Source: an optimization exercise on an open RTL-to-GDS flow (aim: small area, a short achievable clock period and few clock cycles). Production flows keep margins and buffers that such runs may drop.
Function was checked by simulation only, so behaviour that the tests miss may differ from the original.
No activity file was given, so power comes from the tool's default toggle rates.

===== flow/config.mk =====
export PLATFORM = sky130hd
export DESIGN_NAME = crack
export DESIGN_NICKNAME = crack
export VERILOG_FILES = /design/flow/design.v
export SDC_FILE = /design/flow/constraint.sdc
export NUM_CORES = 4
export LEC_CHECK = 0
export CAP_MARGIN = 20
export CORE_MARGIN = 2
export CORE_UTILIZATION = 45
export PLACE_DENSITY = 0.6
export SLEW_MARGIN = 20

===== flow/constraint.sdc =====
create_clock -name core_clock -period 10.0 [get_ports {clk}]
set_input_delay 2.0000 -clock core_clock [delete_from_list [all_inputs] [get_ports {clk}]]
set_output_delay 2.0000 -clock core_clock [all_outputs]
set_load 0.01 [all_outputs]

===== flow/design.v =====
module s_mem (
	input  [7:0] address,
	input        clock,
	input  [7:0] data,
	input        wren,
	output [7:0] q);
	reg [7:0] mem [0:255];
	reg [7:0] address_r;
	always @(posedge clock) begin
		if (wren)
			mem[address] <= data;
		address_r <= address;
	end
	assign q = mem[address_r];
endmodule
module pt_mem (
	input  [7:0] address,
	input        clock,
	input  [7:0] data,
	input        wren,
	output [7:0] q);
	reg [7:0] mem [0:255];
	reg [7:0] address_r;
	always @(posedge clock) begin
		if (wren)
			mem[address] <= data;
		address_r <= address;
	end
	assign q = mem[address_r];
endmodule
module init(input logic clk, input logic rst_n,
            input logic en, output logic rdy,
            output logic [7:0] addr, output logic [7:0] wrdata, output logic wren);
logic [1:0] state;  
logic [7:0] i;
logic load;         
    counter c(clk, rst_n & en, i, load);
    statemachine_mooremachine mooremachine(clk, state, i, en);
    statemachine_combinational combinational(state, load,
                                            rdy,
                                            addr, wrdata, wren, i);
endmodule
module counter(input logic clk, input logic rst_n,              
            output logic [7:0] i, input logic load);
            always_ff @(posedge clk) begin
            if (rst_n == 1'b0)
                i <= 8'b00000000;
            else if (load == 1'b1)
                i <= i + 8'b00000001;
            else
                i <= i;
        end
endmodule
module statemachine_mooremachine(input logic clk,
                                output logic [1:0] state, input logic [7:0] i,
                                input logic en);
    logic [1:0] present_state;  
    always @(posedge clk) begin
        if (en == 1'b0) begin  
            present_state = 2'b00;
        end else begin
            case(present_state)
                2'b00: present_state = 2'b01;
                2'b01: present_state = 2'b10;
                2'b10: if (i == 8'b11111111) begin
                    present_state = 2'b11;  
                    end
                    else begin
                    present_state = 2'b10;  
                    end
                2'b11: present_state = 2'b11;
                default: present_state = 2'bxx;
            endcase           
        end
        state <= present_state;  
    end
endmodule
module statemachine_combinational(input logic [1:0] state, output logic load,
                                output logic rdy,
                                output logic [7:0] addr, output logic [7:0] wrdata, output logic wren,
                                input logic [7:0] i);
    always @(state or i) begin
        case(state)
        2'b00: begin
            load = 1'b0;             
            addr = 8'b00000000;
            wrdata = 8'b00000000;
            wren = 1'b0;
            rdy = 1'b0;           
        end
        2'b01: begin
            load = 1'b1;             
            addr = i;
            wrdata = i;
            wren = 1'b1;
            rdy = 1'b0;     
        end        
        2'b10: begin
            load = 1'b1;
            addr = i;
            wrdata = i;
            wren = 1'b1;
            rdy = 1'b0;     
        end     
        2'b11: begin
            load = 1'b0;
            addr = 8'b00000000;
            wrdata = 8'b00000000;
            wren = 1'b0;
            rdy = 1'b1;      
        end
        default: begin
            load = 1'bx; 
            addr = 8'bxxxxxxxx;
            wrdata = 8'bxxxxxxxx;
            wren = 1'bx;
            rdy = 1'bx;  
        end
        endcase   
    end
endmodule
module ksa(input logic clk, input logic rst_n,
           input logic en, output logic rdy,
           input logic [23:0] key,
           output logic [7:0] addr, input logic [7:0] rddata, output logic [7:0] wrdata, output logic wren);
logic [4:0] state;
logic [8:0] i;
logic load_i;
logic [7:0] j;
logic load_j;
logic [7:0] store_i;
logic load_store_i;
logic [7:0] store_j;
logic load_store_j;
    counter_i_ksa ci_ksa(clk, en, i, load_i);
    counter_j_ksa cj_ksa(clk, en, j, load_j, rddata, key, i);
    register_store_i st_i(clk, en, rddata, store_i, load_store_i);
    register_store_j st_j(clk, en, rddata, store_j, load_store_j);
    statemachine_mooremachine_ksa mooremachine_ksa(clk, en, state, i);
    statemachine_combinational_ksa combinational_ksa(state, rdy, key, addr, rddata, wrdata, wren,
                                                    i, j, store_i, store_j, load_i, load_j,
                                                    load_store_i, load_store_j);
endmodule
module counter_i_ksa(input logic clk, input logic en,              
            output logic [8:0] i, input logic load_i);
            always_ff @(posedge clk) begin
            if (en == 1'b0)
                i <= 9'b000000000;
            else if (load_i == 1'b1)
                i <= i + 9'b000000001;
            else
                i <= i;
        end
endmodule
module counter_j_ksa(input logic clk, input logic en,              
            output logic [7:0] j, input logic load_j,
            input logic [7:0] rddata, input logic [23:0] key, input logic [8:0] i);
            always_ff @(posedge clk) begin
            if (en == 1'b0)
                j <= 8'b00000000;
            else if ((load_j == 1'b1) && (i % 3 == 0))
                j <= ((j + rddata + key[23:16]) % 256);
            else if ((load_j == 1'b1) && (i % 3 == 1))
                j <= ((j + rddata + key[15:8]) % 256);
            else if ((load_j == 1'b1) && (i % 3 == 2))
                j <= ((j + rddata + key[7:0]) % 256);
            else
                j <= j;
        end
endmodule
module register_store_i(input logic clk, input logic en, 
                        input logic [7:0] rddata,
                        output logic [7:0] store_i, input logic load_store_i);
            always_ff @(posedge clk) begin
            if (en == 1'b0)
                store_i <= 8'b00000000;
            else if (load_store_i == 1'b1)
                store_i <= rddata;
            else
                store_i <= store_i;
        end
endmodule
module register_store_j(input logic clk, input logic en, 
                        input logic [7:0] rddata,
                        output logic [7:0] store_j, input logic load_store_j);
            always_ff @(posedge clk) begin
            if (en == 1'b0)
                store_j <= 8'b00000000;
            else if (load_store_j == 1'b1)
                store_j <= rddata;
            else
                store_j <= store_j;
        end
endmodule
module statemachine_mooremachine_ksa(input logic clk,
                                     input logic en, output logic [4:0] state,
                                     input logic [8:0] i);
    logic [4:0] present_state;  
    always @(posedge clk) begin
        if (en == 1'b0) begin  
            present_state = 5'b00000;
        end else begin
            case(present_state)
                5'b00000: present_state = 5'b00001;
                5'b00001: if (i == 9'b100000000)
                    present_state = 5'b01100;
                    else begin
                        if (i % 3 == 0)
                        present_state = 5'b00010;
                        else if (i % 3 == 1)
                        present_state = 5'b00011;
                        else if (i % 3 == 2)
                        present_state = 5'b00100;
                        else
                        present_state = 4'bxxxx;
                    end
                5'b00010: present_state = 5'b00101;
                5'b00011: present_state = 5'b00101;
                5'b00100: present_state = 5'b00101;
                5'b00101: present_state = 5'b00110;
                5'b00110: present_state = 5'b01101;
                5'b01101: present_state = 5'b10000;
                5'b10000: present_state = 5'b00111;
                5'b00111: present_state = 5'b01000;
                5'b01000: present_state = 5'b01001;
                5'b01001: present_state = 5'b01010;
                5'b01010: present_state = 5'b01110;
                5'b01110: present_state = 5'b01011;
                5'b01011: present_state = 5'b01111;
                5'b01111: present_state = 5'b00001;
                5'b01100: present_state = 5'b01100;
                default: present_state = 4'bxxxx;
            endcase           
        end
        state <= present_state;  
    end
endmodule
module statemachine_combinational_ksa (input logic [4:0] state, output logic rdy, input logic [23:0] key,
                                        output logic [7:0] addr, input logic [7:0] rddata,
                                        output logic [7:0] wrdata, output logic wren,
                                        input logic [8:0] i, input logic [7:0] j,
                                        input logic [7:0] store_i, input logic [7:0] store_j,
                                        output logic load_i, output logic load_j,
                                        output logic load_store_i, output logic load_store_j);
    always @(state or key or rddata or i or j or store_i or store_j) begin
            case(state)
            5'b00000: begin
                load_i =   1'b0;             
                load_j =   1'b0;
                addr =     8'b00000000;
                wrdata =   8'b00000000;
                load_store_i = 1'b0;
                load_store_j = 1'b0;
                wren =     1'b0;
                rdy =      1'b0;           
            end
            5'b00001: begin
                load_i =   1'b0;
                load_j =   1'b0;
                addr =     i[7:0];
                wrdata =   8'b00000000;  
                load_store_i = 1'b0;
                load_store_j = 1'b0;
                wren =     1'b0;
                rdy =      1'b0;           
            end
            5'b00010: begin
                load_i =   1'b0;
                load_j =   1'b1;
                addr =     i[7:0];
                wrdata =   8'b00000000;  
                load_store_i = 1'b1;
                load_store_j = 1'b0;
                wren =     1'b0;
                rdy =      1'b0;           
            end
            5'b00011: begin
                load_i =   1'b0;
                load_j =   1'b1;
                addr =     i[7:0];
                wrdata =   8'b00000000;  
                load_store_i = 1'b1;
                load_store_j = 1'b0;
                wren =     1'b0;
                rdy =      1'b0;           
            end
            5'b00100: begin
                load_i =   1'b0;
                load_j =   1'b1;
                addr =     i[7:0];
                wrdata =   8'b00000000;  
                load_store_i = 1'b1;                     
                load_store_j = 1'b0;
                wren =     1'b0;
                rdy =      1'b0;           
            end
            5'b00101: begin
                load_i =   1'b0;
                load_j =   1'b0;
                addr =     i[7:0];
                wrdata =   8'b00000000;   
                load_store_i = 1'b0;
                load_store_j = 1'b0;
                wren =     1'b0;
                rdy =      1'b0;           
            end
            5'b00110: begin
                load_i =   1'b0;
                load_j =   1'b0;
                addr =     j;
                wrdata =   8'b00000000;  
                load_store_i = 1'b0;
                load_store_j = 1'b0;
                wren =     1'b0;
                rdy =      1'b0;           
            end
            5'b01101: begin  
                load_i =   1'b0;
                load_j =   1'b0;
                addr =     j;
                wrdata =   8'b00000000;  
                load_store_i = 1'b0;
                load_store_j = 1'b0;
                wren =     1'b0;
                rdy =      1'b0;           
            end
            5'b10000: begin  
                load_i =   1'b0;
                load_j =   1'b0;
                addr =     j;
                wrdata =   8'b00000000;  
                load_store_i = 1'b0;
                load_store_j = 1'b0;
                wren =     1'b0;
                rdy =      1'b0;           
            end
            5'b00111: begin
                load_i =   1'b0;
                load_j =   1'b0;
                addr =     j;
                wrdata =   store_i;      
                load_store_i = 1'b0;
                load_store_j = 1'b1;     
                wren =     1'b0;
                rdy =      1'b0;           
            end
            5'b01000: begin
                load_i =   1'b0;
                load_j =   1'b0;
                addr =     j;
                wrdata =   store_i;       
                load_store_i = 1'b0;
                load_store_j = 1'b0;     
                wren =     1'b1;         
                rdy =      1'b0;           
            end
            5'b01001: begin
                load_i =   1'b0;
                load_j =   1'b0;
                addr =     i[7:0];
                wrdata =   store_j;      
                load_store_i = 1'b0;
                load_store_j = 1'b0;
                wren =     1'b0;
                rdy =      1'b0;           
            end
            5'b01010: begin
                load_i =   1'b0;
                load_j =   1'b0;
                addr =     i[7:0];
                wrdata =   store_j;       
                load_store_i = 1'b0;
                load_store_j = 1'b0;
                wren =     1'b1;         
                rdy =      1'b0;           
            end
            5'b01110: begin
                load_i =   1'b1;
                load_j =   1'b0;
                addr =     i[7:0];
                wrdata =   store_j;       
                load_store_i = 1'b0;
                load_store_j = 1'b0;
                wren =     1'b0;
                rdy =      1'b0;           
            end
            5'b01011: begin            
                load_i =   1'b0;
                load_j =   1'b0;
                addr =     i[7:0];
                wrdata =   store_j;       
                load_store_i = 1'b0;
                load_store_j = 1'b0;
                wren =     1'b0;
                rdy =      1'b0;           
            end
            5'b01111: begin            
                load_i =   1'b0;
                load_j =   1'b0;
                addr =     i[7:0];
                wrdata =   store_j;       
                load_store_i = 1'b0;
                load_store_j = 1'b0;
                wren =     1'b0;
                rdy =      1'b0;           
            end
            5'b01100: begin
                load_i =   1'b0;
                load_j =   1'b0;
                addr =     8'b00000000;
                wrdata =   8'b00000000;
                load_store_i = 1'b0;
                load_store_j = 1'b0;
                wren =     1'b0;
                rdy =      1'b1;           
            end
            default: begin
                load_i =   1'bx;
                load_j =   1'bx;
                addr =     8'bxxxxxxxx;
                wrdata =   8'bxxxxxxxx;
                load_store_i = 1'bx;
                load_store_j = 1'bx;
                wren =     1'bx;
                rdy =      1'bx;           
            end
            endcase
    end
endmodule
module prga(input logic clk, input logic rst_n,
            input logic en, output logic rdy,
            input logic [23:0] key,
            output logic [7:0] s_addr, input logic [7:0] s_rddata, output logic [7:0] s_wrdata, output logic s_wren,
            output logic [7:0] ct_addr, input logic [7:0] ct_rddata,
            output logic [7:0] pt_addr, input logic [7:0] pt_rddata, output logic [7:0] pt_wrdata, output logic pt_wren);
logic [4:0] state;
logic [7:0] i;
logic load_i;
logic [7:0] j;
logic load_j;
logic [7:0] k;
logic load_k_inc;
logic load_k_1;
logic [7:0] store_i;
logic load_store_i;
logic [7:0] store_j;
logic load_store_j;
logic [7:0] math;            
logic [7:0] store_math;
logic load_math;
logic [7:0] message_length;
    counter_i_prga ci_prga(clk, en, i, load_i);
    counter_j_prga cj_prga(clk, en, j, load_j, s_rddata);
    counter_k_prga ck_prga(clk, en, k, load_k_inc, load_k_1);
    register_store_i_prga st_i_prga(clk, en, s_rddata, store_i, load_store_i);
    register_store_j_prga st_j_prga(clk, en, s_rddata, store_j, load_store_j);
    register_math math_prga(clk, en, s_rddata, store_math, load_math);
    register_message message_prga(clk, en, ct_addr, ct_rddata, message_length);
    statemachine_mooremachine_prga mooremachine_prga(clk, en, state, k, message_length);
    statemachine_combinational_prga combinational_prga(state, rdy, 
                                                    s_addr, s_rddata, s_wrdata, s_wren,
                                                    ct_addr, ct_rddata,
                                                    pt_addr, pt_rddata, pt_wrdata, pt_wren,
                                                    i, j, k,
                                                    store_i, store_j, store_math,
                                                    load_i, load_j, load_k_inc, load_k_1,
                                                    load_store_i, load_store_j, load_math, math, message_length);
endmodule
module counter_i_prga(input logic clk, input logic en,              
            output logic [7:0] i, input logic load_i);
            always_ff @(posedge clk) begin
            if (en == 1'b0)
                i <= 8'b00000000;
            else if (load_i == 1'b1)
                i <= ((i + 8'b00000001) % 256);
            else
                i <= i;
        end
endmodule
module counter_j_prga(input logic clk, input logic en,              
            output logic [7:0] j, input logic load_j,
            input logic [7:0] s_rddata);
            always_ff @(posedge clk) begin
            if (en == 1'b0)
                j <= 8'b00000000;
            else if (load_j == 1'b1)
                j <= ((j + s_rddata) % 256);
            else
                j <= j;
        end
endmodule
module counter_k_prga(input logic clk, input logic en,              
            output logic [7:0] k, input logic load_k_inc, input logic load_k_1);
            always_ff @(posedge clk) begin
            if (en == 1'b0 || load_k_1 == 1'b1)
                k <= 8'b00000001;
            else if (load_k_inc == 1'b1)
                k <= k + 8'b00000001;
            else
                k <= k;
        end
endmodule
module register_store_i_prga(input logic clk, input logic en, 
                        input logic [7:0] s_rddata,
                        output logic [7:0] store_i, input logic load_store_i);
            always_ff @(posedge clk) begin
            if (en == 1'b0)
                store_i <= 8'b00000000;
            else if (load_store_i == 1'b1)
                store_i <= s_rddata;
            else
                store_i <= store_i;
        end
endmodule
module register_store_j_prga(input logic clk, input logic en, 
                        input logic [7:0] s_rddata,
                        output logic [7:0] store_j, input logic load_store_j);
            always_ff @(posedge clk) begin
            if (en == 1'b0)
                store_j <= 8'b00000000;
            else if (load_store_j == 1'b1)
                store_j <= s_rddata;
            else
                store_j <= store_j;
        end
endmodule
module register_math(input logic clk, input logic en, 
                        input logic [7:0] s_rddata,
                        output logic [7:0] store_math, input logic load_math);
            always_ff @(posedge clk) begin
            if (en == 1'b0)
                store_math <= 8'b00000000;
            else if (load_math == 1'b1)
                store_math <= s_rddata;
            else
                store_math <= store_math;
        end
endmodule
module register_message(input logic clk, input logic en,
                        input logic [7:0] ct_addr, input logic [7:0] ct_rddata,
                        output logic [7:0] message_length);
            always_ff @(posedge clk) begin
            if (en == 1'b0)
                message_length <= 8'b00000000;
            else if (ct_addr == 8'b00000000)
                message_length <= ct_rddata;                 
            else
                message_length <= message_length;
        end
endmodule
module statemachine_mooremachine_prga(input logic clk,
                                     input logic en, output logic [4:0] state,
                                     input logic [7:0] k, input logic [7:0] message_length);
    logic [4:0] present_state;  
    always @(posedge clk) begin
        if (en == 1'b0) begin  
            present_state = 5'b00000;
        end else begin
            case(present_state)
                5'b00000: present_state = 5'b00001;
                5'b00001: present_state = 5'b00010;
                5'b00010: if (k > message_length)
                    present_state = 5'b10111;
                    else begin
                        present_state = 5'b00011;
                    end
                5'b00011: present_state = 5'b00100;
                5'b00100: present_state = 5'b00101;
                5'b00101: present_state = 5'b00110;
                5'b00110: present_state = 5'b00111;
                5'b00111: present_state = 5'b01000;
                5'b01000: present_state = 5'b01001;
                5'b01001: present_state = 5'b01010;
                5'b01010: present_state = 5'b01011;
                5'b01011: present_state = 5'b01100;
                5'b01100: present_state = 5'b01101;
                5'b01101: present_state = 5'b01110;
                5'b01110: present_state = 5'b01111;
                5'b01111: present_state = 5'b10000;
                5'b10000: present_state = 5'b10001;
                5'b10001: present_state = 5'b10010;
                5'b10010: present_state = 5'b10011;
                5'b10011: present_state = 5'b10100;               
                5'b10100: present_state = 5'b10101;
                5'b10101: present_state = 5'b10110;
                5'b10110: present_state = 5'b00010;
                5'b10111: present_state = 5'b11000;
                5'b11000: if (k > message_length)
                    present_state = 5'b11101;
                    else begin
                        present_state = 5'b11001;
                    end
                5'b11001: present_state = 5'b11110;
                5'b11110: present_state = 5'b11010;
                5'b11010: present_state = 5'b11011;
                5'b11011: present_state = 5'b11100;
                5'b11100: present_state = 5'b11000;
                5'b11101: present_state = 5'b11101;
                default: present_state = 4'bxxxx;
            endcase           
        end
        state <= present_state;  
    end
endmodule
module statemachine_combinational_prga(input logic [4:0] state, output logic rdy, 
                                       output logic [7:0] s_addr, input logic [7:0] s_rddata, output logic [7:0] s_wrdata, output logic s_wren,
                                       output logic [7:0] ct_addr, input logic [7:0] ct_rddata,
                                       output logic [7:0] pt_addr, input logic [7:0] pt_rddata, output logic [7:0] pt_wrdata, output logic pt_wren,
                                       input logic [7:0] i, input logic [7:0] j, input logic [7:0] k,
                                       input logic [7:0] store_i, input logic [7:0] store_j, input logic [7:0] store_math,
                                       output logic load_i, output logic load_j, output logic load_k_inc, output logic load_k_1,
                                       output logic load_store_i, output logic load_store_j, output logic load_math, output logic [7:0] math, input logic [7:0] message_length);
    always @(state or s_rddata or ct_rddata or pt_rddata or i or j or k or store_i or store_j or store_math or message_length or math) begin
            case(state)
            5'b00000: begin
                load_i =         1'b0;
                load_j =         1'b0;
                load_k_inc =     1'b0;
                load_k_1 =       1'b0;
                s_addr =         8'b00000000;
                s_wrdata =       8'b00000000;
                s_wren =         1'b0;
                ct_addr =        8'b00000000;
                pt_addr =        8'b00000000;
                pt_wrdata =      8'b00000000;
                pt_wren =        1'b0;
                load_store_i =   1'b0;
                load_store_j =   1'b0;
                load_math =      1'b0;
                math =      8'b00000000;
                rdy =            1'b0;           
            end
            5'b00001: begin
                load_i =         1'b0;
                load_j =         1'b0;
                load_k_inc =     1'b0;
                load_k_1 =       1'b0;
                s_addr =         8'b00000000;
                s_wrdata =       8'b00000000;
                s_wren =         1'b0;
                ct_addr =        8'b00000000;
                pt_addr =        8'b00000000;
                pt_wrdata =      8'b00000000;
                pt_wren =        1'b0;
                load_store_i =   1'b0;
                load_store_j =   1'b0;
                load_math =      1'b0;
                math =      8'b00000000;
                rdy =            1'b0;           
            end
            5'b00010: begin
                load_i =         1'b0;
                load_j =         1'b0;
                load_k_inc =     1'b0;
                load_k_1 =       1'b0;
                s_addr =         8'b00000000;
                s_wrdata =       8'b00000000;
                s_wren =         1'b0;
                ct_addr =        8'b00000000;
                pt_addr =        8'b00000000;
                pt_wrdata =      8'b00000000;
                pt_wren =        1'b0;
                load_store_i =   1'b0;
                load_store_j =   1'b0;
                load_math =      1'b0;
                math =      8'b00000000;
                rdy =            1'b0;           
            end
            5'b00011: begin
                load_i =         1'b1;               
                load_j =         1'b0;
                load_k_inc =     1'b0;
                load_k_1 =       1'b0;
                s_addr =         8'b00000000;
                s_wrdata =       8'b00000000;
                s_wren =         1'b0;
                ct_addr =        8'b00000000;
                pt_addr =        8'b00000000;
                pt_wrdata =      8'b00000000;
                pt_wren =        1'b0;
                load_store_i =   1'b0;
                load_store_j =   1'b0;
                load_math =      1'b0;
                math =      8'b00000000;
                rdy =            1'b0;           
            end
            5'b00100: begin
                load_i =         1'b0;
                load_j =         1'b0;
                load_k_inc =     1'b0;
                load_k_1 =       1'b0;
                s_addr =         i;                  
                s_wrdata =       8'b00000000;
                s_wren =         1'b0;
                ct_addr =        8'b00000000;
                pt_addr =        8'b00000000;
                pt_wrdata =      8'b00000000;
                pt_wren =        1'b0;
                load_store_i =   1'b0;
                load_store_j =   1'b0;
                load_math =      1'b0;
                math =      8'b00000000;
                rdy =            1'b0;           
            end
            5'b00101: begin
                load_i =         1'b0;
                load_j =         1'b0;
                load_k_inc =     1'b0;
                load_k_1 =       1'b0;
                s_addr =         i;                  
                s_wrdata =       8'b00000000;
                s_wren =         1'b0;
                ct_addr =        8'b00000000;
                pt_addr =        8'b00000000;
                pt_wrdata =      8'b00000000;
                pt_wren =        1'b0;
                load_store_i =   1'b0;
                load_store_j =   1'b0;
                load_math =      1'b0;
                math =      8'b00000000;
                rdy =            1'b0;           
            end
            5'b00110: begin
                load_i =         1'b0;
                load_j =         1'b1;               
                load_k_inc =     1'b0;
                load_k_1 =       1'b0;
                s_addr =         i;                  
                s_wrdata =       8'b00000000;
                s_wren =         1'b0;
                ct_addr =        8'b00000000;
                pt_addr =        8'b00000000;
                pt_wrdata =      8'b00000000;
                pt_wren =        1'b0;
                load_store_i =   1'b1;               
                load_store_j =   1'b0;
                load_math =      1'b0;
                math =      8'b00000000;
                rdy =            1'b0;           
            end
            5'b00111: begin
                load_i =         1'b0;
                load_j =         1'b0;
                load_k_inc =     1'b0;
                load_k_1 =       1'b0;
                s_addr =         j;
                s_wrdata =       8'b00000000;
                s_wren =         1'b0;
                ct_addr =        8'b00000000;
                pt_addr =        8'b00000000;
                pt_wrdata =      8'b00000000;
                pt_wren =        1'b0;
                load_store_i =   1'b0;               
                load_store_j =   1'b0;
                load_math =      1'b0;
                math =      8'b00000000;
                rdy =            1'b0;           
            end
            5'b01000: begin
                load_i =         1'b0;
                load_j =         1'b0;
                load_k_inc =     1'b0;
                load_k_1 =       1'b0;
                s_addr =         j;                  
                s_wrdata =       8'b00000000;
                s_wren =         1'b0;
                ct_addr =        8'b00000000;
                pt_addr =        8'b00000000;
                pt_wrdata =      8'b00000000;
                pt_wren =        1'b0;
                load_store_i =   1'b0;               
                load_store_j =   1'b0;
                load_math =      1'b0;
                math =      8'b00000000;
                rdy =            1'b0;           
            end
            5'b01001: begin
                load_i =         1'b0;
                load_j =         1'b0;
                load_k_inc =     1'b0;
                load_k_1 =       1'b0;
                s_addr =         j;                  
                s_wrdata =       8'b00000000;
                s_wren =         1'b0;
                ct_addr =        8'b00000000;
                pt_addr =        8'b00000000;
                pt_wrdata =      8'b00000000;
                pt_wren =        1'b0;
                load_store_i =   1'b0;
                load_store_j =   1'b1;
                load_math =      1'b0;
                math =      8'b00000000;
                rdy =            1'b0;           
            end
            5'b01010: begin
                load_i =         1'b0;
                load_j =         1'b0;
                load_k_inc =     1'b0;
                load_k_1 =       1'b0;
                s_addr =         j;                  
                s_wrdata =       store_i;
                s_wren =         1'b1;               
                ct_addr =        8'b00000000;
                pt_addr =        8'b00000000;
                pt_wrdata =      8'b00000000;
                pt_wren =        1'b0;
                load_store_i =   1'b0;
                load_store_j =   1'b0;               
                load_math =      1'b0;
                math =      8'b00000000;
                rdy =            1'b0;           
            end
            5'b01011: begin
                load_i =         1'b0;
                load_j =         1'b0;
                load_k_inc =     1'b0;
                load_k_1 =       1'b0;
                s_addr =         i;                  
                s_wrdata =       8'b00000000;
                s_wren =         1'b0;
                ct_addr =        8'b00000000;
                pt_addr =        8'b00000000;
                pt_wrdata =      8'b00000000;
                pt_wren =        1'b0;
                load_store_i =   1'b0;
                load_store_j =   1'b0;
                load_math =      1'b0;
                math =      8'b00000000;
                rdy =            1'b0;           
            end
            5'b01100: begin
                load_i =         1'b0;
                load_j =         1'b0;
                load_k_inc =     1'b0;
                load_k_1 =       1'b0;
                s_addr =         i;                  
                s_wrdata =       8'b00000000;
                s_wren =         1'b0;
                ct_addr =        8'b00000000;
                pt_addr =        8'b00000000;
                pt_wrdata =      8'b00000000;
                pt_wren =        1'b0;
                load_store_i =   1'b0;
                load_store_j =   1'b0;
                load_math =      1'b0;
                math =      8'b00000000;
                rdy =            1'b0;           
            end
            5'b01101: begin
                load_i =         1'b0;
                load_j =         1'b0;
                load_k_inc =     1'b0;
                load_k_1 =       1'b0;
                s_addr =         i;                  
                s_wrdata =       store_j;
                s_wren =         1'b1;               
                ct_addr =        8'b00000000;
                pt_addr =        8'b00000000;
                pt_wrdata =      8'b00000000;
                pt_wren =        1'b0;
                load_store_i =   1'b0;
                load_store_j =   1'b0;
                load_math =      1'b0;
                math =      8'b00000000;
                rdy =            1'b0;           
            end
            5'b01110: begin
                load_i =         1'b0;
                load_j =         1'b0;
                load_k_inc =     1'b0;
                load_k_1 =       1'b0;
                s_addr =         i;              
                s_wrdata =       8'b00000000;
                s_wren =         1'b0;
                ct_addr =        8'b00000000;
                pt_addr =        8'b00000000;
                pt_wrdata =      8'b00000000;
                pt_wren =        1'b0;
                load_store_i =   1'b0;
                load_store_j =   1'b0;
                load_math =      1'b0;
                math =      ((store_i + store_j) % 256);     
                rdy =            1'b0;           
            end
            5'b01111: begin
                load_i =         1'b0;
                load_j =         1'b0;
                load_k_inc =     1'b0;
                load_k_1 =       1'b0;
                s_addr =         math;    
                s_wrdata =       8'b00000000;
                s_wren =         1'b0;
                ct_addr =        8'b00000000;
                pt_addr =        8'b00000000;
                pt_wrdata =      8'b00000000;
                pt_wren =        1'b0;
                load_store_i =   1'b0;
                load_store_j =   1'b0;
                load_math =      1'b0;
                math =      ((store_i + store_j) % 256);
                rdy =            1'b0;           
            end
            5'b10000: begin
                load_i =         1'b0;
                load_j =         1'b0;
                load_k_inc =     1'b0;
                load_k_1 =       1'b0;
                s_addr =         math;    
                s_wrdata =       8'b00000000;
                s_wren =         1'b0;
                ct_addr =        8'b00000000;
                pt_addr =        8'b00000000;
                pt_wrdata =      8'b00000000;
                pt_wren =        1'b0;
                load_store_i =   1'b0;
                load_store_j =   1'b0;
                load_math =      1'b0;
                math =      ((store_i + store_j) % 256);
                rdy =            1'b0;           
            end
            5'b10001: begin
                load_i =         1'b0;
                load_j =         1'b0;
                load_k_inc =     1'b0;
                load_k_1 =       1'b0;
                s_addr =         math;    
                s_wrdata =       8'b00000000;
                s_wren =         1'b0;
                ct_addr =        8'b00000000;
                pt_addr =        8'b00000000;
                pt_wrdata =      8'b00000000;
                pt_wren =        1'b0;
                load_store_i =   1'b0;
                load_store_j =   1'b0;
                load_math =      1'b1;                       
                math =      ((store_i + store_j) % 256);
                rdy =            1'b0;           
            end
            5'b10010: begin
                load_i =         1'b0;
                load_j =         1'b0;
                load_k_inc =     1'b0;
                load_k_1 =       1'b0;
                s_addr =         k;                          
                s_wrdata =       8'b00000000;
                s_wren =         1'b0;
                ct_addr =        8'b00000000;
                pt_addr =        k;
                pt_wrdata =      8'b00000000;
                pt_wren =        1'b0;
                load_store_i =   1'b0;
                load_store_j =   1'b0;
                load_math =      1'b0;                       
                math =      ((store_i + store_j) % 256);
                rdy =            1'b0;           
            end
            5'b10011: begin
                load_i =         1'b0;
                load_j =         1'b0;
                load_k_inc =     1'b0;
                load_k_1 =       1'b0;
                s_addr =         k;                          
                s_wrdata =       8'b00000000;
                s_wren =         1'b0;
                ct_addr =        8'b00000000;
                pt_addr =        k;
                pt_wrdata =      8'b00000000;
                pt_wren =        1'b0;
                load_store_i =   1'b0;
                load_store_j =   1'b0;
                load_math =      1'b0;
                math =      ((store_i + store_j) % 256);
                rdy =            1'b0;           
            end
            5'b10100: begin
                load_i =         1'b0;
                load_j =         1'b0;
                load_k_inc =     1'b0;
                load_k_1 =       1'b0;
                s_addr =         k;                          
                s_wrdata =       8'b00000000;
                s_wren =         1'b0;                       
                ct_addr =        8'b00000000;
                pt_addr =        k;
                pt_wrdata =      store_math;
                pt_wren =        1'b1;
                load_store_i =   1'b0;
                load_store_j =   1'b0;
                load_math =      1'b0;
                math =      ((store_i + store_j) % 256);
                rdy =            1'b0;           
            end
            5'b10101: begin
                load_i =         1'b0;
                load_j =         1'b0;
                load_k_inc =     1'b1;                       
                load_k_1 =       1'b0;
                s_addr =         k;
                s_wrdata =       store_math;
                s_wren =         1'b0;                       
                ct_addr =        8'b00000000;
                pt_addr =        8'b00000000;
                pt_wrdata =      8'b00000000;
                pt_wren =        1'b0;
                load_store_i =   1'b0;
                load_store_j =   1'b0;
                load_math =      1'b0;
                math =      ((store_i + store_j) % 256);
                rdy =            1'b0;           
            end
            5'b10110: begin
                load_i =         1'b0;
                load_j =         1'b0;
                load_k_inc =     1'b0;                       
                load_k_1 =       1'b0;
                s_addr =         k;
                s_wrdata =       store_math;
                s_wren =         1'b0;
                ct_addr =        8'b00000000;
                pt_addr =        8'b00000000;
                pt_wrdata =      8'b00000000;
                pt_wren =        1'b0;
                load_store_i =   1'b0;
                load_store_j =   1'b0;
                load_math =      1'b0;
                math =      ((store_i + store_j) % 256);
                rdy =            1'b0;           
            end
            5'b10111: begin
                load_i =         1'b0;
                load_j =         1'b0;
                load_k_inc =     1'b0;
                load_k_1 =       1'b1;               
                s_addr =         k;
                s_wrdata =       8'b00000000;
                s_wren =         1'b0;
                ct_addr =        8'b00000000;
                pt_addr =        8'b00000000;
                pt_wrdata =      message_length;     
                pt_wren =        1'b1;               
                load_store_i =   1'b0;
                load_store_j =   1'b0;
                load_math =      1'b0;
                math =      8'b00000000;
                rdy =            1'b0;           
            end
            5'b11000: begin
                load_i =         1'b0;
                load_j =         1'b0;
                load_k_inc =     1'b0;
                load_k_1 =       1'b0;               
                s_addr =         k;                  
                s_wrdata =       8'b00000000;
                s_wren =         1'b0;
                ct_addr =        k;                  
                pt_addr =        k;                  
                pt_wrdata =      message_length;
                pt_wren =        1'b0;
                load_store_i =   1'b0;
                load_store_j =   1'b0;
                load_math =      1'b0;
                math =      8'b00000000;
                rdy =            1'b0;           
            end
            5'b11001: begin
                load_i =         1'b0;
                load_j =         1'b0;
                load_k_inc =     1'b0;
                load_k_1 =       1'b0;
                s_addr =         k;                  
                s_wrdata =       8'b00000000;
                s_wren =         1'b0;
                ct_addr =        k;                  
                pt_addr =        k;                  
                pt_wrdata =      message_length;
                pt_wren =        1'b0;
                load_store_i =   1'b0;
                load_store_j =   1'b0;
                load_math =      1'b0;
                math =      8'b00000000;
                rdy =            1'b0;           
            end
            5'b11110: begin
                load_i =         1'b0;
                load_j =         1'b0;
                load_k_inc =     1'b0;
                load_k_1 =       1'b0;
                s_addr =         k;                  
                s_wrdata =       8'b00000000;
                s_wren =         1'b0;
                ct_addr =        k;                  
                pt_addr =        k;                  
                pt_wrdata =      message_length;
                pt_wren =        1'b0;
                load_store_i =   1'b0;
                load_store_j =   1'b0;
                load_math =      1'b0;
                math =      8'b00000000;
                rdy =            1'b0;           
            end
            5'b11010: begin
                load_i =         1'b0;
                load_j =         1'b0;
                load_k_inc =     1'b0;
                load_k_1 =       1'b0;
                s_addr =         k;                  
                s_wrdata =       8'b00000000;
                s_wren =         1'b0;
                ct_addr =        k;                  
                pt_addr =        k;                  
                pt_wrdata =      pt_rddata ^ ct_rddata;                       
                pt_wren =        1'b1;               
                load_store_i =   1'b0;
                load_store_j =   1'b0;
                load_math =      1'b0;
                math =      8'b00000000;
                rdy =            1'b0;           
            end
            5'b11011: begin
                load_i =         1'b0;
                load_j =         1'b0;
                load_k_inc =     1'b1;               
                load_k_1 =       1'b0;
                s_addr =         k;
                s_wrdata =       8'b00000000;
                s_wren =         1'b0;
                ct_addr =        k;
                pt_addr =        k;
                pt_wrdata =      s_rddata ^ ct_rddata;
                pt_wren =        1'b0;               
                load_store_i =   1'b0;
                load_store_j =   1'b0;
                load_math =      1'b0;
                math =      8'b00000000;
                rdy =            1'b0;           
            end
            5'b11100: begin
                load_i =         1'b0;
                load_j =         1'b0;
                load_k_inc =     1'b0;               
                load_k_1 =       1'b0;
                s_addr =         k;
                s_wrdata =       8'b00000000;
                s_wren =         1'b0;
                ct_addr =        k;
                pt_addr =        k;
                pt_wrdata =      s_rddata ^ ct_rddata;
                pt_wren =        1'b0;
                load_store_i =   1'b0;
                load_store_j =   1'b0;
                load_math =      1'b0;
                math =      8'b00000000;
                rdy =            1'b0;           
            end
            5'b11101: begin
                load_i =         1'b0;
                load_j =         1'b0;
                load_k_inc =     1'b0;
                load_k_1 =       1'b0;
                s_addr =         8'b00000000;
                s_wrdata =       8'b00000000;
                s_wren =         1'b0;
                ct_addr =        8'b00000000;
                pt_addr =        8'b00000000;
                pt_wrdata =      8'b00000000;
                pt_wren =        1'b0;
                load_store_i =   1'b0;
                load_store_j =   1'b0;
                load_math =      1'b0;
                math =      8'b00000000;
                rdy =            1'b1;           
            end
            default: begin
                load_i =         1'bx;
                load_j =         1'bx;
                load_k_inc =     1'bx;
                load_k_1 =       1'bx;
                s_addr =         8'bxxxxxxxx;
                s_wrdata =       8'bxxxxxxxx;
                s_wren =         1'bx;
                ct_addr =        8'bxxxxxxxx;
                pt_addr =        8'bxxxxxxxx;
                pt_wrdata =      8'bxxxxxxxx;
                pt_wren =        1'bx;
                load_store_i =   1'bx;
                load_store_j =   1'bx;
                load_math =      1'bx;
                math =      8'bxxxxxxxx;
                rdy =            1'bx;           
            end
            endcase
    end
endmodule
module arc4(input logic clk, input logic rst_n,
            input logic en, output logic rdy,
            input logic [23:0] key,
            output logic [7:0] ct_addr, input logic [7:0] ct_rddata,
            output logic [7:0] pt_addr, input logic [7:0] pt_rddata, output logic [7:0] pt_wrdata, output logic pt_wren);
    logic	[7:0]  address_init;  
    logic	[7:0]  address_ksa;  
    logic	[7:0]  address_prga;  
	logic	[7:0]  data_init;  
    logic	[7:0]  data_ksa;  
    logic	[7:0]  data_prga;  
	logic	wren_init;  
	logic	wren_ksa;   
	logic	wren_prga;   
    logic	[7:0]  address;  
	logic	[7:0]  data;  
	logic	wren;  
	logic	[7:0]  data_out;  
    logic en_init;   
    logic rdy_init;  
    logic en_ksa;   
    logic rdy_ksa;  
    logic en_prga;   
    logic rdy_prga;  
    init i(.clk(clk), .rst_n(rst_n),
            .en(en_init), .rdy(rdy_init),
            .addr(address_init), .wrdata(data_init), .wren(wren_init));
    ksa k(.clk(clk), .rst_n(rst_n),
            .en(en_ksa), .rdy(rdy_ksa),
            .key(key),
            .addr(address_ksa), .rddata(data_out), .wrdata(data_ksa), .wren(wren_ksa));
    s_mem s(.address(address),
	.clock(clk),
	.data(data),
	.wren(wren),
	.q(data_out));
    prga p(.clk(clk), .rst_n(rst_n),
            .en(en_prga), .rdy(rdy_prga),
            .key(key),
            .s_addr(address_prga), .s_rddata(data_out), .s_wrdata(data_prga), .s_wren(wren_prga),
            .ct_addr(ct_addr), .ct_rddata(ct_rddata),
            .pt_addr(pt_addr), .pt_rddata(pt_rddata), .pt_wrdata(pt_wrdata), .pt_wren(pt_wren));
    logic [2:0] state;
    statemachine_mooremachine_arc4 arc4_mm(clk, en, state, rdy_init, rdy_ksa, rdy_prga);
    statemachine_combinational_arc4 arc4_cl(state,
                                        address_init, address_ksa, address_prga,
                                        data_init, data_ksa, data_prga,
                                        wren_init, wren_ksa, wren_prga,
                                        address,
                                        data,
                                        wren,
                                        en_init, en_ksa, en_prga,
                                        rdy);
endmodule
module statemachine_mooremachine_arc4(input logic clk, input logic en,
                                        output logic [2:0] state, 
                                        input logic rdy_init, input logic rdy_ksa, input logic rdy_prga);
    logic [2:0] present_state;
    always @(posedge clk) begin
        if (en == 1'b0) begin  
            present_state = 3'b000;
        end else begin
            case(present_state)
                3'b000: present_state = 3'b001;  
                3'b001: present_state = 3'b010;
                3'b010: if (rdy_init == 1'b1)
                            present_state = 3'b011;  
                            else
                            present_state = 3'b010;
                3'b011: if (rdy_ksa == 1'b1)
                            present_state = 3'b100;
                            else
                            present_state = 3'b011;
                3'b100: present_state = 3'b101;
                3'b101: if (rdy_prga == 1'b1)
                            present_state = 3'b110;
                            else
                            present_state = 3'b101;
                3'b110: present_state = 3'b110;
                default: present_state = 3'bxxx;
            endcase
        end
        state <= present_state;
    end
endmodule
module statemachine_combinational_arc4(input logic [2:0] state,
                                        input logic [7:0] address_init, input logic [7:0] address_ksa, input logic [7:0] address_prga,  
                                        input logic [7:0] data_init, input logic [7:0] data_ksa, input logic [7:0] data_prga, 
                                        input logic wren_init, input logic wren_ksa, input logic wren_prga,
                                        output logic [7:0] address,
                                        output logic [7:0] data,
                                        output logic wren,
                                        output logic en_init, output logic en_ksa, output logic en_prga,
                                        output logic rdy);
     always @(state or 
            address_init or address_ksa or address_prga or
            data_init or data_ksa or data_prga or
            wren_init or wren_ksa or wren_prga) begin
            case(state)
            3'b000: begin
                address <= address_init;
                data <= data_init;
                wren <= wren_init;
                en_init <= 1'b0;
                en_ksa <= 1'b0;
                en_prga <= 1'b0;
                rdy <= 1'b0;
            end
            3'b001: begin
                address <= address_init;
                data <= data_init;
                wren <= wren_init;
                en_init <= 1'b1;
                en_ksa <= 1'b0;
                en_prga <= 1'b0;
                rdy <= 1'b0;
            end
            3'b010: begin
                address <= address_init;
                data <= data_init;
                wren <= wren_init;
                en_init <= 1'b1;
                en_ksa <= 1'b0;
                en_prga <= 1'b0;
                rdy <= 1'b0;
            end
            3'b011: begin
                address <= address_ksa;
                data <= data_ksa;
                wren <= wren_ksa;
                en_init <= 1'b0;
                en_ksa <= 1'b1;
                en_prga <= 1'b0;
                rdy <= 1'b0;
            end
            3'b100: begin
                address <= address_ksa;
                data <= data_ksa;
                wren <= wren_ksa;
                en_init <= 1'b0;
                en_ksa <= 1'b0;
                en_prga <= 1'b0;
                rdy <= 1'b0;
            end
            3'b101: begin
                address <= address_prga;
                data <= data_prga;
                wren <= wren_prga;
                en_init <= 1'b0;
                en_ksa <= 1'b0;
                en_prga <= 1'b1;
                rdy <= 1'b0;
            end
            3'b110: begin
                address <= address_prga;
                data <= data_prga;
                wren <= wren_prga;
                en_init <= 1'b0;
                en_ksa <= 1'b0;
                en_prga <= 1'b0;
                rdy <= 1'b1;
            end
            default: begin
                address <= 8'bxxxxxxxx;
                data <= 8'bxxxxxxxx;
                wren <= 1'bx;
                en_init <= 1'bx;
                en_ksa <= 1'bx;
                en_prga <= 1'bx;
                rdy <= 1'bx;
            end
            endcase
    end
endmodule
module crack(input logic clk, input logic rst_n,
             input logic en, output logic rdy,
             output logic [23:0] key, output logic key_valid,
             output logic [7:0] ct_addr, input logic [7:0] ct_rddata,
             input logic flag     
          );
    logic [23:0] key_test;  
    logic load_key;         
    logic [7:0] pt_addr;
    logic [7:0] pt_rddata;  
    logic [7:0] pt_wrdata; 
    logic pt_wren;  
    logic en_arc4;
    logic rdy_arc4;
    logic [7:0] i;           
    logic load_i;
    logic reset_i;
    logic [7:0] message_length;
    logic [7:0] address;
    pt_mem pt(.address(address),
	.clock(clk),
	.data(pt_wrdata),
	.wren(pt_wren),
	.q(pt_rddata));
    arc4 a4(.clk(clk), .rst_n(rst_n),
            .en(en_arc4), .rdy(rdy_arc4),
            .key(key_test),
            .ct_addr(ct_addr), .ct_rddata(ct_rddata),
            .pt_addr(pt_addr), .pt_rddata(pt_rddata), .pt_wrdata(pt_wrdata), .pt_wren(pt_wren));
    logic [4:0] state;
    counter_key_test5 ckt5(clk, en, key_test, load_key, flag);
    counter_i_crack5 cic5(clk, en, i, load_i, reset_i);
    register_message_crack5 message_crack5(clk, en, ct_addr, ct_rddata, message_length);
    statemachine_mooremachine_crack5 crack_mm5(clk, en, state, rdy_arc4, key_test, i, pt_rddata, message_length);
    statemachine_combinational_crack5 crack_cl5(state, rdy, key, key_test, key_valid,
                                              address,
                                              pt_addr, i,
                                              en_arc4, load_i, reset_i, load_key,
                                              message_length);
endmodule
module counter_key_test5(input logic clk, input logic en,              
            output logic [23:0] key_test, input logic load_key, input logic flag);
            always_ff @(posedge clk) begin
            if ((en == 1'b0) && (flag == 1'b0))
                key_test <= 24'b000000000000000000000000;
            else if ((en == 1'b0) && (flag == 1'b1))
                key_test <= 24'b000000000000000000000001;
            else if (load_key == 1'b1)
                key_test <= key_test + 24'b000000000000000000000010;
            else
                key_test <= key_test;
        end
endmodule
module counter_i_crack5(input logic clk, input logic en,              
            output logic [7:0] i, input logic load_i, input logic reset_i);
            always_ff @(posedge clk) begin
            if (en == 1'b0 || reset_i == 1'b1)
                i <= 8'b00000000;
            else if (load_i == 1'b1)
                i <= i + 8'b00000001;
            else
                i <= i;
        end
endmodule
module register_message_crack5(input logic clk, input logic en,
                        input logic [7:0] ct_addr, input logic [7:0] ct_rddata,
                        output logic [7:0] message_length);
            always_ff @(posedge clk) begin
            if (en == 1'b0)
                message_length <= 8'b00000000;
            else if (ct_addr == 8'b00000000)
                message_length <= ct_rddata;                 
            else
                message_length <= message_length;
        end
endmodule
module statemachine_mooremachine_crack5(input logic clk, input logic en,
                                       output logic [4:0] state,
                                       input logic rdy_arc4,
                                       input logic [23:0] key_test,
                                       input logic [7:0] i,
                                       input logic [7:0] pt_rddata,
                                       input logic [7:0] message_length);
    logic [4:0] present_state;
    always @(posedge clk) begin
        if (en == 1'b0) begin  
            present_state = 5'b00000;
        end else begin
            case(present_state)
             5'b00000: present_state = 5'b00001;
             5'b00001: if (key_test <= 24'b111111111111111111111111)  
                            present_state = 5'b00010;
                            else
                            present_state = 5'b01111;
            5'b00010: if (rdy_arc4 == 1'b1)
                            present_state = 5'b00011;
                            else
                            present_state = 5'b00010;
            5'b00011: present_state = 5'b00100;
            5'b00100: present_state = 5'b00101;
            5'b00101: present_state = 5'b00110;
            5'b00110: if (i <= message_length)
                            present_state = 5'b00111;
                            else
                            present_state = 5'b10000;
            5'b00111: present_state = 5'b01000;
            5'b01000: if ((pt_rddata >= 8'b00100000) && (pt_rddata <= 8'b01111110))
                            present_state = 5'b01001;  
                            else
                            present_state = 5'b01011;  
            5'b01001: present_state = 5'b01010;
            5'b01010: present_state = 5'b00110;
            5'b01011: present_state = 5'b01100;
            5'b01100: present_state = 5'b01101;
            5'b01101: present_state = 5'b01110;
            5'b01110: present_state = 5'b00001;
            5'b01111: present_state = 5'b01111;  
            5'b10000: present_state = 5'b10000;  
            default: present_state = 5'bxxxxx;
            endcase
        end
        state <= present_state;
    end
endmodule
module statemachine_combinational_crack5(input logic [4:0] state, output logic rdy,
                                        output logic [23:0] key,
                                        input logic [23:0] key_test,
                                        output logic key_valid,
                                        output logic [7:0] address,
                                        input logic [7:0] pt_addr,
                                        input logic [7:0] i,
                                        output logic en_arc4,
                                        output logic load_i,
                                        output logic reset_i,
                                        output logic load_key,
                                        input logic [7:0] message_length);
    always @(state or key_test or pt_addr or i or message_length) begin
        case(state)
        5'b00000: begin
                key <=            24'b000000000000000000000000;
                key_valid <=      1'b0;
                rdy <=            1'b0;
                address <=        pt_addr;
                en_arc4 <=        1'b0;
                load_i <=         1'b0;
                reset_i <=        1'b0;
                load_key <=       1'b0;
            end
            5'b00001: begin
                key <=            24'b000000000000000000000000;
                key_valid <=      1'b0;
                rdy <=            1'b0;
                address <=        pt_addr;
                en_arc4 <=        1'b0;
                load_i <=         1'b0;
                reset_i <=        1'b0;
                load_key <=       1'b0;
            end
            5'b00010: begin
                key <=            24'b000000000000000000000000;
                key_valid <=      1'b0;
                rdy <=            1'b0;
                address <=        pt_addr;
                en_arc4 <=        1'b1;
                load_i <=         1'b0;
                reset_i <=        1'b0;
                load_key <=       1'b0;
            end
            5'b00011: begin
                key <=            24'b000000000000000000000000;
                key_valid <=      1'b0;
                rdy <=            1'b0;
                address <=        pt_addr;
                en_arc4 <=        1'b0;
                load_i <=         1'b0;
                reset_i <=        1'b0;
                load_key <=       1'b0;
            end
            5'b00100: begin
                key <=            24'b000000000000000000000000;
                key_valid <=      1'b0;
                rdy <=            1'b0;
                address <=        i;
                en_arc4 <=        1'b0;
                load_i <=         1'b0;
                reset_i <=        1'b0;
                load_key <=       1'b0;
            end
            5'b00101: begin
                key <=            24'b000000000000000000000000;
                key_valid <=      1'b0;
                rdy <=            1'b0;
                address <=        i;
                en_arc4 <=        1'b0;
                load_i <=         1'b0;
                reset_i <=        1'b0;
                load_key <=       1'b0;
            end
            5'b00110: begin
                key <=            24'b000000000000000000000000;
                key_valid <=      1'b0;
                rdy <=            1'b0;
                address <=        i;
                en_arc4 <=        1'b0;
                load_i <=         1'b0;
                reset_i <=        1'b0;
                load_key <=       1'b0;
            end
            5'b00111: begin
                key <=            24'b000000000000000000000000;
                key_valid <=      1'b0;
                rdy <=            1'b0;
                address <=        i;
                en_arc4 <=        1'b0;
                load_i <=         1'b0;
                reset_i <=        1'b0;
                load_key <=       1'b0;
            end
            5'b01000: begin
                key <=            24'b000000000000000000000000;
                key_valid <=      1'b0;
                rdy <=            1'b0;
                address <=        i;
                en_arc4 <=        1'b0;
                load_i <=         1'b0;
                reset_i <=        1'b0;
                load_key <=       1'b0;
            end
            5'b01001: begin
                key <=            24'b000000000000000000000000;
                key_valid <=      1'b0;
                rdy <=            1'b0;
                address <=        i;
                en_arc4 <=        1'b0;
                load_i <=         1'b1;
                reset_i <=        1'b0;
                load_key <=       1'b0;
            end
            5'b01010: begin
                key <=            24'b000000000000000000000000;
                key_valid <=      1'b0;
                rdy <=            1'b0;
                address <=        i;
                en_arc4 <=        1'b0;
                load_i <=         1'b0;
                reset_i <=        1'b0;
                load_key <=       1'b0;
            end
            5'b01011: begin
                key <=            24'b000000000000000000000000;
                key_valid <=      1'b0;
                rdy <=            1'b0;
                address <=        i;
                en_arc4 <=        1'b0;
                load_i <=         1'b0;
                reset_i <=        1'b1;
                load_key <=       1'b0;
            end
            5'b01100: begin
                key <=            24'b000000000000000000000000;
                key_valid <=      1'b0;
                rdy <=            1'b0;
                address <=        pt_addr;
                en_arc4 <=        1'b0;
                load_i <=         1'b0;
                reset_i <=        1'b0;
                load_key <=       1'b0;
            end
            5'b01101: begin
                key <=            24'b000000000000000000000000;
                key_valid <=      1'b0;
                rdy <=            1'b0;
                address <=        pt_addr;
                en_arc4 <=        1'b0;
                load_i <=         1'b0;
                reset_i <=        1'b0;
                load_key <=       1'b1;
            end
            5'b01110: begin
                key <=            24'b000000000000000000000000;
                key_valid <=      1'b0;
                rdy <=            1'b0;
                address <=        pt_addr;
                en_arc4 <=        1'b0;
                load_i <=         1'b0;
                reset_i <=        1'b0;
                load_key <=       1'b0;
            end
            5'b01111: begin
                key <=            24'b000000000000000000000000;
                key_valid <=      1'b0;
                rdy <=            1'b1;
                address <=        pt_addr;
                en_arc4 <=        1'b0;
                load_i <=         1'b0;
                reset_i <=        1'b0;
                load_key <=       1'b0;
            end
            5'b10000: begin
                key <=            key_test;
                key_valid <=      1'b1;
                rdy <=            1'b1;
                address <=        pt_addr;
                en_arc4 <=        1'b0;
                load_i <=         1'b0;
                reset_i <=        1'b0;
                load_key <=       1'b0;
            end
            default: begin
                key <=            24'bxxxxxxxxxxxxxxxxxxxxxxxx;
                key_valid <=      1'bx;
                rdy <=            1'bx;
                address <=        8'bxxxxxxxx;
                en_arc4 <=        1'bx;
                load_i <=         1'bx;
                reset_i <=        1'bx;
                load_key <=       1'bx;
            end
        endcase
    end
endmodule

===== flow/run.sh =====
#!/bin/bash
# synth_recipe.tcl (not shown) runs the flow's synth.tcl, then flattens the netlist and writes it again
# the make line also repeats each setting of config.mk as NAME=value (left out here)
make -C /OpenROAD-flow-scripts/flow DESIGN_CONFIG=/design/flow/config.mk WORK_HOME=/design/flow/orfs CLKGATE_MAP_FILE= SYNTH_SCRIPT=/design/flow/synth_recipe.tcl finish

==> flow_summary_export.csv <==
group,metric,value,unit
timing,rsz0062_at_grt,"false",
worst_setup_path,cp-end-kind,"register",
clock_tree,clock_latency,960,ps
timing,fin_crit_sh,0.867,
clock_tree,clockBufferDepth,4,
placed_design,place_hpwl,240000,µm
timing,tightest_slew,1250,ps
power,total_leakage_power,55.3,nW
routing,ant_nets,0,
placed_design,placed_area,176000,µm²
cells_and_area,num-nets-final,8173,
cells_and_area,multi_input_area,40800,µm²
clock_tree,postCtsSetupBuffers,0,
die,rows,225,
worst_setup_path,crit_family,"compound AO/OA/AOI/OAI gates",
die,io_pins,46,
synthesis,synth_edf_count,4096,
cells_and_area,area_growth,12.2,%
clock_tree,clk_pin_slew,70,ps
clock_tree,cts_tree,"built",
global_routing,grt_use_total,0.205,
timing,setup_viol,0,
synthesis,synth_fa_ha_area_frac,0.00489,
routing,via_per_inst,5.93,
cells_and_area,finalNonFillerCells,13500,
worst_setup_path,crit_top_cell,"ha_1",
worst_setup_path,worst-path-max-fanout,23,
worst_setup_path,cp-start-kind,"register",
synthesis,yosysSeqAreaShare,0.749,
routing,drc_errors,0,
routing,routedWlPerCell,29.3,µm
cells_and_area,drive_above_1_share,0.256,
synthesis,ys_async_sr_fraction,0,
worst_setup_path,crit_slowest_cell,"dfxtp_1",
run,maxCapViolCount,0,
worst_setup_path,worst-path-buf-inv,1,
synthesis,synth_nets,8000,
cells_and_area,fillers,29300,
die,die-area,380000,µm²
synthesis,synth_area_per_cell,21.3,µm²
timing,fmax,115,MHz
worst_setup_path,critPathRequiredTime,10770,ps
global_routing,grt_pass1_vias,80900,
synthesis,synthSimpleGateAreaFrac,0.0305,
routing,drt_iter0_markers,8436,
global_routing,grt_pass1_wl,576000,µm
global_routing,antenna_found_initial,6,
worst_setup_path,path_class,"reg -> reg",
global_routing,grt_overflow,0,
synthesis,netlist_instances,7926,
synthesis,syn-cell-area,169000,µm²
routing,drt_wl_total,394000,µm
timing,final-hold-violation-count,0,
die,die_h,617,µm
power,power_density,186,nW/µm²
die,core-area,375000,µm²
worst_setup_path,worstPathArrival,9440,ps
placed_design,dp_cells,12700,
synthesis,ys_seq_elements,4269,
routing,vias,79800,
timing,finalCriticalPeriod,8670,ps
cells_and_area,seqCellArea,126000,µm²
timing,maxSlewHeadroom,0.165,
global_routing,grt_max_degree,209,
synthesis,synthXorXnorAreaFrac,0.00503,
clock_tree,holdBufCountCts,0,
clock_tree,root_buffer,"clkbuf_16",
die,die_w,617,µm
worst_setup_path,slowest_delay,790,ps
placed_design,portBuffers,45,
hold_path,hp-class,"reg -> reg",
clock_tree,ctsHtreeMaxLevel,5,
synthesis,yosysUniqueCellTypes,92,
clock_tree,post_cts_resized,0,
cells_and_area,final_area,190000,µm²
routing,drt_first_pass_iters,9,
timing,fin_skew,86.1,ps
synthesis,synth_top_flop_cell,"edfxtp_1",
synthesis,yosys_warnings,27,
synthesis,synth_top_family_by_area,"multiplexers",
cells_and_area,mostFrequentLayoutCells,"4096 x edfxtp_1, 1360 x mux4_2, 705 x nor2_1, 442 x clkbuf_16, 186 x nand2_1",
clock_tree,numCtsBuffers,430,
status,status,"complete, no violations",
timing,drv_slew,0,
cells_and_area,layout_commonest_cell,"edfxtp_1",
die,initial_core_util,0.451,
synthesis,synth-compound-area-share,0.0152,
synthesis,muxShareOfSynthArea,0.184,
power,ir_worst_vdd,0.200,mV
placed_design,gp_congestion,0.818,
clock_tree,cts.sinks,4269,
## power by group
part	switching, mW	leakage (nW)	internal (mW)
Combinational	0.0387	10.2	0.0230
Sequential	0.00551	38.3	19.3
Clock	6.67	6.72	9.19
## tightest hold or removal path: cells and delay by family, from the launching register on
family / cells / cell delay, ps
flip-flops: 1 / 330
AND/OR/NAND/NOR: 1 / 70
multiplexers: 1 / 70
## synthesized netlist by cell type, types with 6 or more instances
library cell / instances / area [µm²]
ha_1: 58 / 726
buf_1: 127 / 477
a211o_1: 6 / 52.6
nand2_1: 187 / 702
inv_1: 59 / 221
a211oi_1: 10 / 75.1
a21boi_0: 9 / 67.6
or3_1: 14 / 87.6
o21ai_0: 92 / 460
o21a_1: 6 / 45.0
xor2_1: 42 / 368
nand2b_1: 13 / 81.3
dfxtp_1: 173 / 3460
nor4_1: 7 / 43.8
nor3_1: 26 / 130
nand3_1: 52 / 260
mux2i_1: 48 / 480
buf_2: 9 / 45.0
a21oi_1: 108 / 541
nand4_1: 24 / 150
clkbuf_1: 312 / 1170
and2_1: 63 / 394
nor2b_1: 20 / 125
a22oi_1: 35 / 263
and3_1: 20 / 125
a31oi_1: 9 / 56.3
o221ai_1: 20 / 175
mux4_2: 1360 / 30600
nor2_1: 706 / 2650
a22o_1: 6 / 52.6
edfxtp_1: 4096 / 123000
o21bai_1: 13 / 97.6
a21o_1: 13 / 97.6
o21ai_1: 10 / 50.1
xnor2_1: 50 / 438
## worst paths after layout
kind | slack [ps] | startpoint | to | depth (start not counted)
max | 1330 | a4.k.ci_ksa.i[8]$_SDFFE_PP0N_ | a4.k.cj_ksa.j[7]$_SDFFE_PP0P_ | 31
min | 500 | a4.k.st_j.store_j[7]$_SDFFE_PP0N_ | a4.k.st_j.store_j[7]$_SDFFE_PP0N_ | 2
max reg2reg | 1330 | a4.k.ci_ksa.i[8]$_SDFFE_PP0N_ | a4.k.cj_ksa.j[7]$_SDFFE_PP0P_ | 31
min reg2reg | 500 | a4.k.st_j.store_j[7]$_SDFFE_PP0N_ | a4.k.st_j.store_j[7]$_SDFFE_PP0N_ | 2
## per-layer routing
metal / up-vias / part of all wire / track usage
li1: 33400 / - / -
met1: 43000 / 0.41 / 0.288
met2: 2823 / 0.50 / 0.338
met3: 619 / 0.059 / 0.0262
met4: 0 / 0.031 / 0.0628
met5: - / 0 / 0
## cell families (layout without fill, tap and decap cells)
logic type                 after synthesis  in the layout
and+or+nand+nor                       1177           1177
buffers and inverters                  512           1044
adders and majority gates               64             64
DFF                                   4269           4269
AOI/OAI and AO/OA                      398            398
xor gates and xnor gates                94             94
other                                    0              3
muxes                                 1412           1412
## stage by stage
| step | hold WS (ps) | total power, mW | setup TNS [ps] | utilization | setup WS (ps) |
|---|---|---|---|---|---|
| 6_report | 501 | 35.2 | 0 | 0.506 | 1330 |
| 5_1_grt | 531 | 36.1 | 0 | 0.506 | 727 |
| 4_1_cts | 502 | 35.5 | 0 | 0.506 | 1500 |
| 3_5_place_dp | 489 | 19.7 | 0 | 0.469 | 1580 |
| 3_3_place_gp | 475 | 19.7 | 0 | 0.469 | 1730 |
| 2_1_floorplan | 461 | 19.7 | -1470450 | - | -720 |
## state kept, by name, summed over array words and instances, names as in the netlist, named ones only
signal and flops:
a4.s.mem 2048, pt.mem 2048, a4.p.cj_prga.j 8, a4.k.mooremachine_ksa.state 5, a4.i.c.i 8, message_crack5.message_length 8, a4.p.mooremachine_prga.state 5, a4.i.mooremachine.state 2
a4.k.st_i.store_i 8, a4.p.ck_prga.k 8, a4.p.st_i_prga.store_i 8, ckt5.key_test 24, cic5.i 8, crack_mm5.present_state 5, a4.p.ci_prga.i 8, a4.k.st_j.store_j 8
a4.k.ci_ksa.i 9, a4.arc4_mm.state 3, a4.k.cj_ksa.j 8, a4.p.math_prga.store_math 8, a4.p.st_j_prga.store_j 8, a4.p.message_prga.message_length 8
## final cells by class
| class | instances | share of cell area |
|---|---|---|
| clock buffers | 547 | 0.0607 |
| clock inverters | 244 | 0.0120 |
| well taps | 4994 | 0.0330 |
| flip-flops and latches | 4269 | 0.667 |
| diodes | 3 | 0.0000396 |
| multi-input cells | 3145 | 0.215 |
| repair buffers | 191 | 0.0104 |
| inverters | 62 | 0.00123 |
Testbench counts, summed over its fixed seeds: cycles 640,226.

-- static timing again, ports no longer ideal --
In the flow no input, the clock included, has a driving cell. The finished layout below was timed again as built, in two steps. Step 1: set_driving_cell puts a clkbuf_16 on clk and a buf_2 on each other input, an assumption about the parent block. Step 2 times the ports against the registers' clock, not the clock port: input delays grow and output delays shrink by t, the midpoint of the rising clock arrivals with the driver on. Slacks: no drivers / after step 1 / after step 2; pairs: no drivers / after step 1.
t (ns): 1.024
setup WS [ns]: 1.327 / 1.327 / 1.327
worst setup path at the end: register to register
latest minus earliest clock arrival (ns): 0.087 / 0.087
After both steps this run still meets setup and hold. For this run, drivers alone change the setup slack by 0.000 ns; drivers and shift together by 0.000 ns.
